What follows belongs to an exercise in optimizing a design on an open flow for small area and a short achievable clock period; a production flow would make more cautious choices. Function was checked by simulation only, so behaviour that the tests miss may differ from the original. The clock port is modelled as an ideal driver, which makes a skipped or thinned clock tree look cheaper than it is; a real chip needs a root buffer or a tree.

## xenon
Design int8_mac_tree, start of the top module:
module int8_mac_tree (
    input clk,  
    input reset,  
    input signed [7:0] in0,
    input signed [7:0] in1,
    input signed [7:0] in2,
    input signed [7:0] in3,
    input signed [7:0] in4,
    input signed [7:0] in5,
    input signed [7:0] in6,
    input signed [7:0] in7,
    input signed [7:0] in8,
    input signed [7:0] in9,
    input signed [7:0] in10,
    input signed [7:0] in11,
    input signed [7:0] in12,
    input signed [7:0] in13,
    input signed [7:0] in14,
    input signed [7:0] in15,
    output signed [31:0] out,
    output reg signed [15:0] prod0, prod1, prod2, prod3, prod4, prod5, prod6, prod7,
    output signed [17:0] sum_level2_0, sum_level2_1
);
    wire signed [15:0] p0, p1, p2, p3, p4, p5, p6, p7;
    multiplier_8bit mul0 (.A(in0),  .B(in1),  .P(p0));
    multiplier_8bit mul1 (.A(in2),  .B(in3),  .P(p1));
    multiplier_8bit mul2 (.A(in4),  .B(in5),  .P(p2));
    multiplier_8bit mul3 (.A(in6),  .B(in7),  .P(p3));
    multiplier_8bit mul4 (.A(in8),  .B(in9),  .P(p4));
    multiplier_8bit mul5 (.A(in10), .B(in11), .P(p5));
    multiplier_8bit mul6 (.A(in12), .B(in13), .P(p6));
    multiplier_8bit mul7 (.A(in14), .B(in15), .P(p7));
    always @(posedge clk or posedge reset) begin
        if (reset) begin
            prod0 <= 16'h0; prod1 <= 16'h0; prod2 <= 16'h0; prod3 <= 16'h0;
            prod4 <= 16'h0; prod5 <= 16'h0; prod6 <= 16'h0; prod7 <= 16'h0;
        end else begin
            prod0 <= p0; prod1 <= p1; prod2 <= p2; prod3 <= p3;
            prod4 <= p4; prod5 <= p5; prod6 <= p6; prod7 <= p7;
        end
    end
    adder_16bit sum0 (.A(prod0), .B(prod1), .C(prod2), .D(prod3), .S(sum_level2_0));
  ...
Settings: LEC_CHECK=0, CAP_MARGIN=20, CORE_MARGIN=2, CORE_UTILIZATION=72, PLACE_DENSITY=0.75, SLEW_MARGIN=20, SYNTH_HIERARCHICAL=1, SYNTH_MINIMUM_KEEP_SIZE=0; clock period 12.0 ns.
standard.sh (not shown) runs the stock make flow with config.mk's settings and CLKGATE_MAP_FILE= SYNTH_SCRIPT=/design/flow/synth_recipe.tcl, a recipe that flattens the netlist after the stock synthesis.
==> flow/flow/run.sh <==
#!/bin/bash
# Standard layout with three changes:
# - the port buffers are made from a plain buffer cell instead of the delay
#   buffer buffer_ports picks on its own;
# - timing repair aims at a setup slack of 6.1 ns;
# - after CTS, flow/mycts.tcl rebuilds the clock tree with two levels of
#   clkbuf_16 (the clock port drives four of them), see that file.
set -euo pipefail
export BUFFER_PORTS_ARGS="-buffer_cell sky130_fd_sc_hd__buf_1"
export POST_CTS_TCL="$PWD/flow/mycts.tcl"
bash standard.sh SETUP_SLACK_MARGIN=6.1 finish > standard.log 2>&1
==> flow/flow/mycts.tcl <==
# Replace the clock tree that CTS built with a two-level tree: the clock port
# drives four clkbuf_16 buffers directly, each of them drives the leaf clkbuf_16
# buffers of its group, and each leaf buffer feeds the flip-flops of one cluster.
# The clusters come from k-means on the flip-flop locations, then a capacitated
# reassignment so that every leaf drives about the same number of flip-flops
# (and every top buffer the same number of leaves), which keeps the skew small.
# Runs as the POST CTS step hook, inside ORFS cts.tcl.
# ORFS sources this file inside a procedure; run it at global level.
uplevel #0 {
set nleaf 8
if { [info exists ::env(MYCTS_LEAVES)] } { set nleaf $::env(MYCTS_LEAVES) }
set block [ord::get_db_block]
set db [ord::get_db]
set clknet [[$block findBTerm clk] getNet]
puts "mycts: clock port net [$clknet getName] with [llength [$clknet getITerms]] loads"
set bufmaster [$db findMaster sky130_fd_sc_hd__clkbuf_16]

# Walk the clock tree from the port: buffers to remove and the sinks they feed.
set sinks {}
set oldbufs {}
set oldnets {}
proc walk { net } {
  global sinks oldbufs oldnets
  foreach it [$net getITerms] {
    if { [$it isOutputSignal] } { continue }
    set inst [$it getInst]
    set m [[$inst getMaster] getName]
    if { [string match "sky130_fd_sc_hd__clkbuf_*" $m] || [string match "sky130_fd_sc_hd__buf_*" $m] } {
      lappend oldbufs $inst
      foreach ot [$inst getITerms] {
        if { [$ot isOutputSignal] && [$ot getNet] != "NULL" } {
          lappend oldnets [$ot getNet]
          walk [$ot getNet]
        }
      }
    } else {
      lappend sinks $it
    }
  }
}
walk $clknet
puts "mycts: [llength $oldbufs] clock buffers, [llength $sinks] sinks"
# Loads that drive nothing are CTS's dummy loads: removed with the tree.
set ffs {}
set dummies {}
foreach it $sinks {
  set inst [$it getInst]
  set m [[$inst getMaster] getName]
  if { [string match "sky130_fd_sc_hd__df*" $m] } {
    lappend ffs $it
    continue
  }
  foreach ot [$inst getITerms] {
    if { [$ot isOutputSignal] && [$ot getNet] != "NULL" } { error "mycts: unexpected clock sink $m" }
  }
  lappend dummies $inst
}
puts "mycts: [llength $ffs] flip-flops, [llength $dummies] dummy loads"
set sinks $ffs

# Sink locations (centre of the flip-flop).
set pts {}
foreach it $sinks {
  set bb [[$it getInst] getBBox]
  lappend pts [list [expr {([$bb xMin] + [$bb xMax]) / 2.0}] [expr {([$bb yMin] + [$bb yMax]) / 2.0}]]
}
proc kmeans { pts nk } {
  set n [llength $pts]
  set cx 0; set cy 0
  foreach p $pts { set cx [expr {$cx + [lindex $p 0]}]; set cy [expr {$cy + [lindex $p 1]}] }
  set cx [expr {$cx / $n}]; set cy [expr {$cy / $n}]
  set cent {}
  for {set k 0} {$k < $nk} {incr k} {
    set a [expr {2 * 3.14159265 * ($k + 0.5) / $nk}]
    lappend cent [list [expr {$cx + 30000 * cos($a)}] [expr {$cy + 30000 * sin($a)}]]
  }
  for {set iter 0} {$iter < 50} {incr iter} {
    set asg {}
    foreach p $pts {
      set best 0; set bd 1e30
      for {set k 0} {$k < $nk} {incr k} {
        set c [lindex $cent $k]
        set d [expr {abs([lindex $p 0] - [lindex $c 0]) + abs([lindex $p 1] - [lindex $c 1])}]
        if { $d < $bd } { set bd $d; set best $k }
      }
      lappend asg $best
    }
    set newc {}
    for {set k 0} {$k < $nk} {incr k} {
      set sx 0; set sy 0; set cnt 0
      foreach p $pts a $asg {
        if { $a == $k } { set sx [expr {$sx + [lindex $p 0]}]; set sy [expr {$sy + [lindex $p 1]}]; incr cnt }
      }
      if { $cnt > 0 } { lappend newc [list [expr {$sx / $cnt}] [expr {$sy / $cnt}]] } else { lappend newc [lindex $cent $k] }
    }
    set cent $newc
  }
  # Balance: capacitated greedy assignment by distance, then new centres.
  set cap [expr {int(ceil(double($n) / $nk))}]
  for {set iter 0} {$iter < 10} {incr iter} {
    set pairs {}
    set i 0
    foreach p $pts {
      for {set k 0} {$k < $nk} {incr k} {
        set c [lindex $cent $k]
        lappend pairs [list [expr {abs([lindex $p 0] - [lindex $c 0]) + abs([lindex $p 1] - [lindex $c 1])}] $i $k]
      }
      incr i
    }
    set pairs [lsort -real -index 0 $pairs]
    set asg [lrepeat $n -1]
    set cnt [lrepeat $nk 0]
    foreach pr $pairs {
      lassign $pr d i k
      if { [lindex $asg $i] >= 0 || [lindex $cnt $k] >= $cap } { continue }
      lset asg $i $k
      lset cnt $k [expr {[lindex $cnt $k] + 1}]
    }
    set newc {}
    for {set k 0} {$k < $nk} {incr k} {
      set sx 0; set sy 0; set c 0
      foreach p $pts a $asg {
        if { $a == $k } { set sx [expr {$sx + [lindex $p 0]}]; set sy [expr {$sy + [lindex $p 1]}]; incr c }
      }
      if { $c > 0 } { lappend newc [list [expr {$sx / $c}] [expr {$sy / $c}]] } else { lappend newc [lindex $cent $k] }
    }
    set cent $newc
  }
  return [list $cent $asg]
}
lassign [kmeans $pts $nleaf] cent asg
set ntop 4
lassign [kmeans $cent $ntop] tcent tasg

# Remove the old tree.
foreach it $sinks { $it disconnect }
foreach inst $dummies { odb::dbInst_destroy $inst }
foreach inst $oldbufs { odb::dbInst_destroy $inst }
foreach net $oldnets { odb::dbNet_destroy $net }

# Build the new one: the port drives the top buffers, each top buffer drives
# the leaf buffers of its group, each leaf buffer drives its flip-flops.
proc mkbuf { name c innet } {
  global block bufmaster
  set inst [odb::dbInst_create $block $bufmaster $name]
  set net [odb::dbNet_create $block "net_$name"]
  $net setSigType CLOCK
  $inst setLocation [expr {int([lindex $c 0])}] [expr {int([lindex $c 1])}]
  $inst setPlacementStatus PLACED
  [$inst findITerm A] connect $innet
  [$inst findITerm X] connect $net
  return $net
}
set topnets {}
for {set t 0} {$t < $ntop} {incr t} {
  lappend topnets [mkbuf "clktop_$t" [lindex $tcent $t] $clknet]
}
for {set k 0} {$k < $nleaf} {incr k} {
  set net [mkbuf "clkleaf_$k" [lindex $cent $k] [lindex $topnets [lindex $tasg $k]]]
  set cnt 0
  foreach it $sinks a $asg {
    if { $a == $k } { $it connect $net; incr cnt }
  }
  puts "mycts: leaf $k (top [lindex $tasg $k]) drives $cnt sinks"
}
detailed_placement
estimate_parasitics -placement

# Timing repair with the new tree, as cts.tcl does after CTS.
repair_timing_helper
detailed_placement
check_placement -verbose

}
xenon: PASS, flow complete, no timing, DRC or antenna violations
Modified inputs, lagoon compared to xenon
Settings: PLACE_DENSITY no longer set, was 0.75.
==> flow/flow/run.sh <==
#!/bin/bash
# Standard layout with three changes:
# - the port buffers are made from a plain buffer cell instead of the delay
#   buffer buffer_ports picks on its own;
# - timing repair aims at a setup slack of 6.0 ns;
# - after CTS, flow/mycts.tcl rebuilds the clock tree with two levels of
#   clkbuf_16 (the clock port drives four of them), see that file.
set -euo pipefail
export BUFFER_PORTS_ARGS="-buffer_cell sky130_fd_sc_hd__buf_1"
export POST_CTS_TCL="$PWD/flow/mycts.tcl"
bash standard.sh SETUP_SLACK_MARGIN=6.0 finish > standard.log 2>&1
-- flow/flow/mycts.tcl --
<<< xenon, line 3
# buffers of its group, and each leaf buffer feeds the flip-flops of one cluster.
# The clusters come from k-means on the flip-flop locations, then a capacitated
# reassignment so that every leaf drives about the same number of flip-flops
# (and every top buffer the same number of leaves), which keeps the skew small.
# Runs as the POST CTS step hook, inside ORFS cts.tcl.
# ORFS sources this file inside a procedure; run it at global level.
uplevel #0 {
set nleaf 8
>>> lagoon, line 3
# buffers of its group, and each leaf buffer feeds the flip-flops of one cluster.
# Runs as the POST CTS step hook, inside ORFS cts.tcl.
set nleaf 8
<<< xenon, line 97
  }
  # Balance: capacitated greedy assignment by distance, then new centres.
  set cap [expr {int(ceil(double($n) / $nk))}]
  for {set iter 0} {$iter < 10} {incr iter} {
    set pairs {}
    set i 0
    foreach p $pts {
      for {set k 0} {$k < $nk} {incr k} {
        set c [lindex $cent $k]
        lappend pairs [list [expr {abs([lindex $p 0] - [lindex $c 0]) + abs([lindex $p 1] - [lindex $c 1])}] $i $k]
      }
      incr i
    }
    set pairs [lsort -real -index 0 $pairs]
    set asg [lrepeat $n -1]
    set cnt [lrepeat $nk 0]
    foreach pr $pairs {
      lassign $pr d i k
      if { [lindex $asg $i] >= 0 || [lindex $cnt $k] >= $cap } { continue }
      lset asg $i $k
      lset cnt $k [expr {[lindex $cnt $k] + 1}]
    }
    set newc {}
    for {set k 0} {$k < $nk} {incr k} {
      set sx 0; set sy 0; set c 0
      foreach p $pts a $asg {
        if { $a == $k } { set sx [expr {$sx + [lindex $p 0]}]; set sy [expr {$sy + [lindex $p 1]}]; incr c }
      }
      if { $c > 0 } { lappend newc [list [expr {$sx / $c}] [expr {$sy / $c}]] } else { lappend newc [lindex $cent $k] }
    }
    set cent $newc
  }
  return [list $cent $asg]
>>> lagoon, line 92
  }
  return [list $cent $asg]
<<< xenon, line 172
check_placement -verbose

}
>>> lagoon, line 136
check_placement -verbose
### Flow results
- lagoon | ERROR | clock tree synthesis (4_1_cts)
- xenon -> lagoon: flop and latch count out of synthesis delta 0, exact match
- xenon → lagoon: share of synthesized area occupied by flip-flops and latches flat; synthesized netlist cell count flat; post-synthesis net count flat.
Changes in violet relative to lagoon:
==> flow/flow/run.sh <==
#!/bin/bash
# Standard layout with three changes:
# - the port buffers are made from a plain buffer cell instead of the delay
#   buffer buffer_ports picks on its own;
# - timing repair aims at a setup slack of 6.1 ns;
# - after CTS, flow/mycts.tcl rebuilds the clock tree with two levels of
#   clkbuf_16 (the clock port drives four of them), see that file;
# - the input port buffers are made buf_2 before repair_design (flow/inbuf.tcl).
set -euo pipefail
export BUFFER_PORTS_ARGS="-buffer_cell sky130_fd_sc_hd__buf_1"
export POST_CTS_TCL="$PWD/flow/mycts.tcl"
export PRE_RESIZE_TCL="$PWD/flow/inbuf.tcl"
bash standard.sh SETUP_SLACK_MARGIN=6.1 finish > standard.log 2>&1
==> flow/flow/inbuf.tcl (new file) <==
uplevel #0 {
  set n 0
  foreach inst [get_cells input*] {
    replace_cell $inst sky130_fd_sc_hd__buf_2
    incr n
  }
  puts "inbuf: $n input buffers made buf_2"
}
-- flow/flow/mycts.tcl --
<<< lagoon, line 3
# buffers of its group, and each leaf buffer feeds the flip-flops of one cluster.
# Runs as the POST CTS step hook, inside ORFS cts.tcl.
set nleaf 8
>>> violet, line 3
# buffers of its group, and each leaf buffer feeds the flip-flops of one cluster.
# The clusters come from k-means on the flip-flop locations, then a capacitated
# reassignment so that every leaf drives about the same number of flip-flops
# (and every top buffer the same number of leaves), which keeps the skew small.
# Runs as the POST CTS step hook, inside ORFS cts.tcl.
# ORFS sources this file inside a procedure; run it at global level.
uplevel #0 {
set nleaf 8
<<< lagoon, line 92
  }
  return [list $cent $asg]
>>> violet, line 97
  }
  # Balance: capacitated greedy assignment by distance, then new centres.
  set cap [expr {int(ceil(double($n) / $nk))}]
  for {set iter 0} {$iter < 10} {incr iter} {
    set pairs {}
    set i 0
    foreach p $pts {
      for {set k 0} {$k < $nk} {incr k} {
        set c [lindex $cent $k]
        lappend pairs [list [expr {abs([lindex $p 0] - [lindex $c 0]) + abs([lindex $p 1] - [lindex $c 1])}] $i $k]
      }
      incr i
    }
    set pairs [lsort -real -index 0 $pairs]
    set asg [lrepeat $n -1]
    set cnt [lrepeat $nk 0]
    foreach pr $pairs {
      lassign $pr d i k
      if { [lindex $asg $i] >= 0 || [lindex $cnt $k] >= $cap } { continue }
      lset asg $i $k
      lset cnt $k [expr {[lindex $cnt $k] + 1}]
    }
    set newc {}
    for {set k 0} {$k < $nk} {incr k} {
      set sx 0; set sy 0; set c 0
      foreach p $pts a $asg {
        if { $a == $k } { set sx [expr {$sx + [lindex $p 0]}]; set sy [expr {$sy + [lindex $p 1]}]; incr c }
      }
      if { $c > 0 } { lappend newc [list [expr {$sx / $c}] [expr {$sy / $c}]] } else { lappend newc [lindex $cent $k] }
    }
    set cent $newc
  }
  return [list $cent $asg]
<<< lagoon, line 136
check_placement -verbose
>>> violet, line 172
check_placement -verbose

}
Notes after the runs:
- violet did not stop at any stage, and its layout met the timing, design-rule and antenna checks.
- FAIL lagoon @ clock tree synthesis (4_1_cts): tool exited with error
- Reported for violet and lagoon, horizontal die dimension turned out identical to the last digit.
- Row minimum setup slack after placement: violet higher / lagoon lower
- Going from lagoon to violet, sequential element share of the synthesized area flat, number of flops mapped to enable cells by yosys flat, final HPWL from detailed placement flat, area share of xor/xnor cells in the synthesized design flat.
Here is what was changed in the inputs of cedar compared with violet.
==> flow/flow/run.sh <==
#!/bin/bash
# Standard layout with three changes:
# - the port buffers are made from a plain buffer cell instead of the delay
#   buffer buffer_ports picks on its own;
# - timing repair aims at a setup slack of 6.2 ns;
# - after CTS, flow/mycts.tcl rebuilds the clock tree with two levels of
#   clkbuf_16 (the clock port drives four of them), see that file.
set -euo pipefail
export BUFFER_PORTS_ARGS="-buffer_cell sky130_fd_sc_hd__buf_1"
export POST_CTS_TCL="$PWD/flow/mycts.tcl"
bash standard.sh SETUP_SLACK_MARGIN=6.2 finish > standard.log 2>&1
removed: flow/flow/inbuf.tcl
Notes after the runs:
- STATUS timing-limited maximum frequency: cedar wins against violet
- violet vs cedar, worst-path cell with the longest stage delay: sky130_fd_sc_hd__fa_1 vs sky130_fd_sc_hd__fa_2
- Against violet, final instance count without filler cells in cedar rose slightly.
- Re layout overhead on the synthesized area: cedar and violet aren't equal, and the lower value belongs to violet.
In xenon, violet and cedar the design's own scripts or RTL, not TritonCTS, make the clock network.

==> port drivers added, routing unchanged <==
The results above use ideal ports. As a check the final layouts listed here were re-extracted and re-timed, cells and wires unchanged. Step 1: set_driving_cell puts a clkbuf_16 on clk and a buf_2 on each other input, an assumption about the parent block. Step 2 adds t to the input delays and takes it off the output delays; t is the mean of the earliest and latest rising clock arrival at the registers after step 1. Input paths then give back, and output paths get back, about the clock's delay inside the block. Slacks: ideal ports / drivers / drivers and shift; pairs: ideal ports / drivers.
| run | shift t [ns] | setup WS [ns] | clock arrival spread, ns | cell pins on the clock port's net |
|---|---|---|---|---|
| xenon | 0.383 | 6.196 / 6.114 / 5.886 | 0.025 / 0.025 | 4 |
| violet | 0.383 | 6.214 / 6.138 / 5.893 | 0.018 / 0.018 | 4 |
| cedar | 0.374 | 6.242 / 6.147 / 5.963 | 0.025 / 0.025 | 4 |
After both steps setup and hold are still met in every run listed. The setup slack of violet, which loses most, moves by -0.076 ns with the drivers and by -0.321 ns with both steps.
